Background: an optimization exercise with open tools, aiming at small area. Do not read the settings as production practice.
Function was checked by simulation only, so behaviour that the tests miss may differ from the original.
No driver is modelled on the clock port, so clocking that relies on it looks cheaper here than on a real chip.
Power is estimated from default activity; no workload was simulated.

== run A ==
## c6288_top
module c6288_top (clk,
    in256, in239, in222, in205, in188, in171, in154, in137, in120, in103, in86, in69, in52, in35, in18, in1, in528, in511, in494, in477, in460, in443, in426, in409, in392, in375, in358, in341, in324, in307, in290, in273,
    out6287, out6288, out6280, out6270, out6260, out6250, out6240, out6230, out6220, out6210, out6200, out6190, out6180, out6170, out6160, out6150, out6123, out5971, out5672, out5308, out4946, out4591, out4241, out3895, out3552, out3211, out2877, out2548, out2223, out1901, out1581, out545);
  input clk;
  input in256, in239, in222, in205, in188, in171, in154, in137, in120, in103, in86, in69, in52, in35, in18, in1, in528, in511, in494, in477, in460, in443, in426, in409, in392, in375, in358, in341, in324, in307, in290, in273;
  output reg out6287, out6288, out6280, out6270, out6260, out6250, out6240, out6230, out6220, out6210, out6200, out6190, out6180, out6170, out6160, out6150, out6123, out5971, out5672, out5308, out4946, out4591, out4241, out3895, out3552, out3211, out2877, out2548, out2223, out1901, out1581, out545;
  wire c_out6287;
  wire c_out6288;
  wire c_out6280;
  wire c_out6270;
  wire c_out6260;
  wire c_out6250;
  wire c_out6240;
  wire c_out6230;
  wire c_out6220;
  wire c_out6210;
  wire c_out6200;
  wire c_out6190;
  wire c_out6180;
  wire c_out6170;
  wire c_out6160;
  wire c_out6150;
  wire c_out6123;
  wire c_out5971;
  wire c_out5672;
  wire c_out5308;
  wire c_out4946;
  wire c_out4591;
  wire c_out4241;
  wire c_out3895;
  wire c_out3552;
  wire c_out3211;
  wire c_out2877;
  wire c_out2548;
  wire c_out2223;
  ...
For scale: about 32 flip-flops, ~65 I/O pins, roughly 6600 sq um of cells after synthesis.
clock: 10.0 ns
lec_check: 0
cap_margin: 20
core_margin: 2
core_utilization: 40
gpl_timing_driven: 0
slew_margin: 20
synth_hierarchical: 1
synth_minimum_keep_size: 0
standard.sh (not shown) runs the stock make flow with config.mk's settings and CLKGATE_MAP_FILE= SYNTH_SCRIPT=/design/flow/synth_recipe.tcl, a recipe that flattens the netlist after the stock synthesis.
==> flow/flow/run.sh <==
#!/bin/bash
set -euo pipefail
bash standard.sh \
  "BUFFER_PORTS_ARGS=-inputs -buffer_cell sky130_fd_sc_hd__buf_2" \
  "PRE_GLOBAL_PLACE_TCL=$PWD/flow/outbuf.tcl" \
  "CTS_ARGS=-repair_clock_nets -buf_list sky130_fd_sc_hd__clkbuf_8 -root_buf sky130_fd_sc_hd__clkbuf_8 -dont_use_dummy_load" \
  finish > standard_flow.log 2>&1
==> flow/flow/outbuf.tcl <==
# Buffer every output port with the smallest buffer and keep those buffers
# (global_place.tcl's remove_buffers would otherwise take them out again).
# The inputs are buffered by the standard buffer_ports call after this hook.
buffer_ports -outputs -buffer_cell sky130_fd_sc_hd__buf_1
set n 0
foreach port [get_ports out*] {
  set net [get_nets [get_full_name $port]]
  foreach pin [get_pins -of_objects $net -filter "direction == output"] {
    set_dont_touch [get_cells -of_objects $pin]
    incr n
  }
}
puts "dont_touch set on $n output buffers"
if { $n != 32 } { error "expected 32 output buffers, found $n" }
Input-level comparison between run B and run A:
Settings: removing GPL_TIMING_DRIVEN (formerly 0); setting CTS_BUF_LIST to sky130_fd_sc_hd__clkbuf_8 for the first time; setting CTS_CLUSTER_DIAMETER to 200 for the first time; setting CTS_CLUSTER_SIZE to 40 for the first time.
==> flow/flow/run.sh <==
#!/bin/bash
set -euo pipefail
bash standard.sh \
  "BUFFER_PORTS_ARGS=-inputs -buffer_cell sky130_fd_sc_hd__buf_2" \
  "PRE_GLOBAL_PLACE_TCL=$PWD/flow/outbuf.tcl" \
  finish > standard_flow.log 2>&1
[summary]
- Run B vs. run A: clock power share +1.9 points; sum of met2 wire segment lengths after detailed routing +4.4%; total track usage +0.90 points; final wirelength +6.5%; synthesized cell count ~0 delta.
- First-pass GRT wire length (run B over run A): increase, 3.7%
#### Input delta (run C over run B)
Settings: removing CTS_BUF_LIST (formerly sky130_fd_sc_hd__clkbuf_8); removing CTS_CLUSTER_DIAMETER (formerly 200); removing CTS_CLUSTER_SIZE (formerly 40); setting GPL_TIMING_DRIVEN to 0 for the first time.
==> flow/flow/run.sh <==
#!/bin/bash
set -euo pipefail
bash standard.sh \
  "BUFFER_PORTS_ARGS=-inputs -buffer_cell sky130_fd_sc_hd__buf_1" \
  "PRE_GLOBAL_PLACE_TCL=$PWD/flow/outbuf.tcl" \
  "PRE_CTS_TCL=$PWD/flow/clkbuf.tcl" \
  "CTS_ARGS=-clk_nets clk -dont_use_dummy_load" \
  finish > standard_flow.log 2>&1
==> flow/flow/clkbuf.tcl (new file) <==
# Clock tree by hand: the clock port drives two clock buffers, each driving the
# flip-flops of one half of the core (split at the median x), placed at the
# centre of its flip-flops.  TritonCTS is then told to skip the clock net.
set block [ord::get_db_block]
set dbu [$block getDbUnitsPerMicron]
set sinks {}
foreach pin [get_pins -of_objects [get_nets clk] -filter "direction == input"] {
  set inst [[ord::get_db_block] findInst [get_full_name [get_cells -of_objects $pin]]]
  set loc [$inst getLocation]
  lappend sinks [list [lindex $loc 0] [lindex $loc 1] [get_full_name $pin]]
}
set sinks [lsort -real -index 0 $sinks]
set n [llength $sinks]
set half [expr { $n / 2 }]
set groups [list [lrange $sinks 0 [expr { $half - 1 }]] [lrange $sinks $half end]]
set i 0
foreach g $groups {
  set sx 0.0; set sy 0.0; set pins {}
  foreach s $g {
    set sx [expr { $sx + [lindex $s 0] }]
    set sy [expr { $sy + [lindex $s 1] }]
    lappend pins [get_pins [lindex $s 2]]
  }
  set x [expr { $sx / [llength $g] / $dbu }]
  set y [expr { $sy / [llength $g] / $dbu }]
  insert_buffer -buffer_cell sky130_fd_sc_hd__clkbuf_8 -net clk -load_pins $pins \
    -location [list $x $y] -buffer_name clkbuf_h$i -net_name clk_h$i
  incr i
}
puts "clock split into $i buffers over $n flip-flops"
global_connect
detailed_placement
-- flow/flow/outbuf.tcl --
<<< run B, line 4
buffer_ports -outputs -buffer_cell sky130_fd_sc_hd__buf_1
set n 0
>>> run C, line 4
buffer_ports -outputs -buffer_cell sky130_fd_sc_hd__buf_1
# connect the new buffers' power and ground pins by the design's global rules
global_connect
set n 0
## What came out
- Looking at post-route non-filler standard cell count, run C sits below run B.
- On design area, run B loses to run C.
- Area of the multi-input gates of run B is on par with run C.
- Routed wirelength normalized by instance count for run C is lower than for run B.
- Taking run B as the reference, in run C total wire length went down 7.1%, critical path depth went down 1.
[inputs] run D vs run C
==> flow/flow/run.sh <==
#!/bin/bash
set -euo pipefail
bash standard.sh \
  "BUFFER_PORTS_ARGS=-inputs -buffer_cell sky130_fd_sc_hd__buf_2" \
  "PRE_GLOBAL_PLACE_TCL=$PWD/flow/outbuf.tcl" \
  "CTS_ARGS=-sink_clustering_enable -repair_clock_nets -buf_list sky130_fd_sc_hd__clkbuf_16 -root_buf sky130_fd_sc_hd__clkbuf_16 -sink_clustering_size 32 -sink_clustering_max_diameter 1000 -dont_use_dummy_load" \
  finish > standard_flow.log 2>&1
-- flow/flow/outbuf.tcl --
<<< run C, line 4
buffer_ports -outputs -buffer_cell sky130_fd_sc_hd__buf_1
# connect the new buffers' power and ground pins by the design's global rules
global_connect
set n 0
>>> run D, line 4
buffer_ports -outputs -buffer_cell sky130_fd_sc_hd__buf_1
set n 0
removed: flow/flow/clkbuf.tcl
## What came out
- Run D: global-route track usage on met1 higher than run C
- Run C → run D: flip-flop and latch share of the layout cell area was more or less identical; number of stages on the worst hold path roughly the same; maximum clock frequency held steady.
- Synthesis-to-finish area growth for run D is higher than for run C.
- Re number of standard cells after synthesis: no difference whatsoever between run C and run D.
- Compared run D against run C; sequential power within noise.
Edits applied to the flow inputs when going from run D to run E:
Settings: CORE_UTILIZATION changed from 40 to 60.
==> flow/flow/run.sh <==
#!/bin/bash
set -euo pipefail
bash standard.sh \
  "BUFFER_PORTS_ARGS=-inputs -buffer_cell sky130_fd_sc_hd__buf_1" \
  "PRE_GLOBAL_PLACE_TCL=$PWD/flow/outbuf.tcl" \
  "CTS_ARGS=-sink_clustering_enable -repair_clock_nets -buf_list sky130_fd_sc_hd__clkbuf_8 -root_buf sky130_fd_sc_hd__clkbuf_8 -sink_clustering_size 32 -sink_clustering_max_diameter 400 -dont_use_dummy_load" \
  finish > standard_flow.log 2>&1
-- flow/flow/outbuf.tcl --
<<< run D, line 4
buffer_ports -outputs -buffer_cell sky130_fd_sc_hd__buf_1
set n 0
>>> run E, line 4
buffer_ports -outputs -buffer_cell sky130_fd_sc_hd__buf_1
# connect the new buffers' power and ground pins by the design's global rules
global_connect
set n 0
Results
Met1 routed wirelength after detailed routing: higher on run D. The number of detailed-routing iterations run before antenna repair reported for run E is greater than that of run D by 1. Run E vs run D — post-synthesis to final-layout area growth dropped 2.6 points. Gate count of the mapped netlist: run E vs run D identical. Fmax went up slightly going from run D to run E. For arrival time at the worst endpoint, run D and run E come out practically identical. Cell count for run E is lower than for run D. For run E, the capture point of the worst path was out6260, unlike run D, where it was out6280. Changes observed in run E relative to run D: sink count of the clock tree closely matched the old numbers; sum of met3 wire segment lengths after detailed routing decreased by 110 um relative to the old numbers.

[what the ideal ports hide]
The flow's constraints put no driver on any port. The routed layouts listed below were extracted and timed again, unchanged, in two steps. Step 1, drivers: a clkbuf_16 drives clk and a buf_2 each remaining input, both assumed. Step 2 also shifts input and output timing later by t, the mid clock arrival at the registers, as if the neighbouring blocks saw the same clock. a / b / c = ideal / step 1 / step 2; a / b = the first two.
run	shift t [ns]	setup slack, ns	pins driven straight from the clock port
run A	0.341	0.297 / 0.307 / -0.033	1
run B	0.343	0.662 / 0.668 / 0.325	1
run C	0.226	0.276 / 0.300 / 0.074	2
run D	0.324	0.273 / 0.287 / -0.037	1
run E	0.336	0.307 / 0.315 / -0.021	1
Met with ideal ports but missed after step 2: setup timing in run A, run D and run E. The setup slack of run B, which loses most, moves by +0.006 ns with the drivers and by -0.337 ns with both steps.
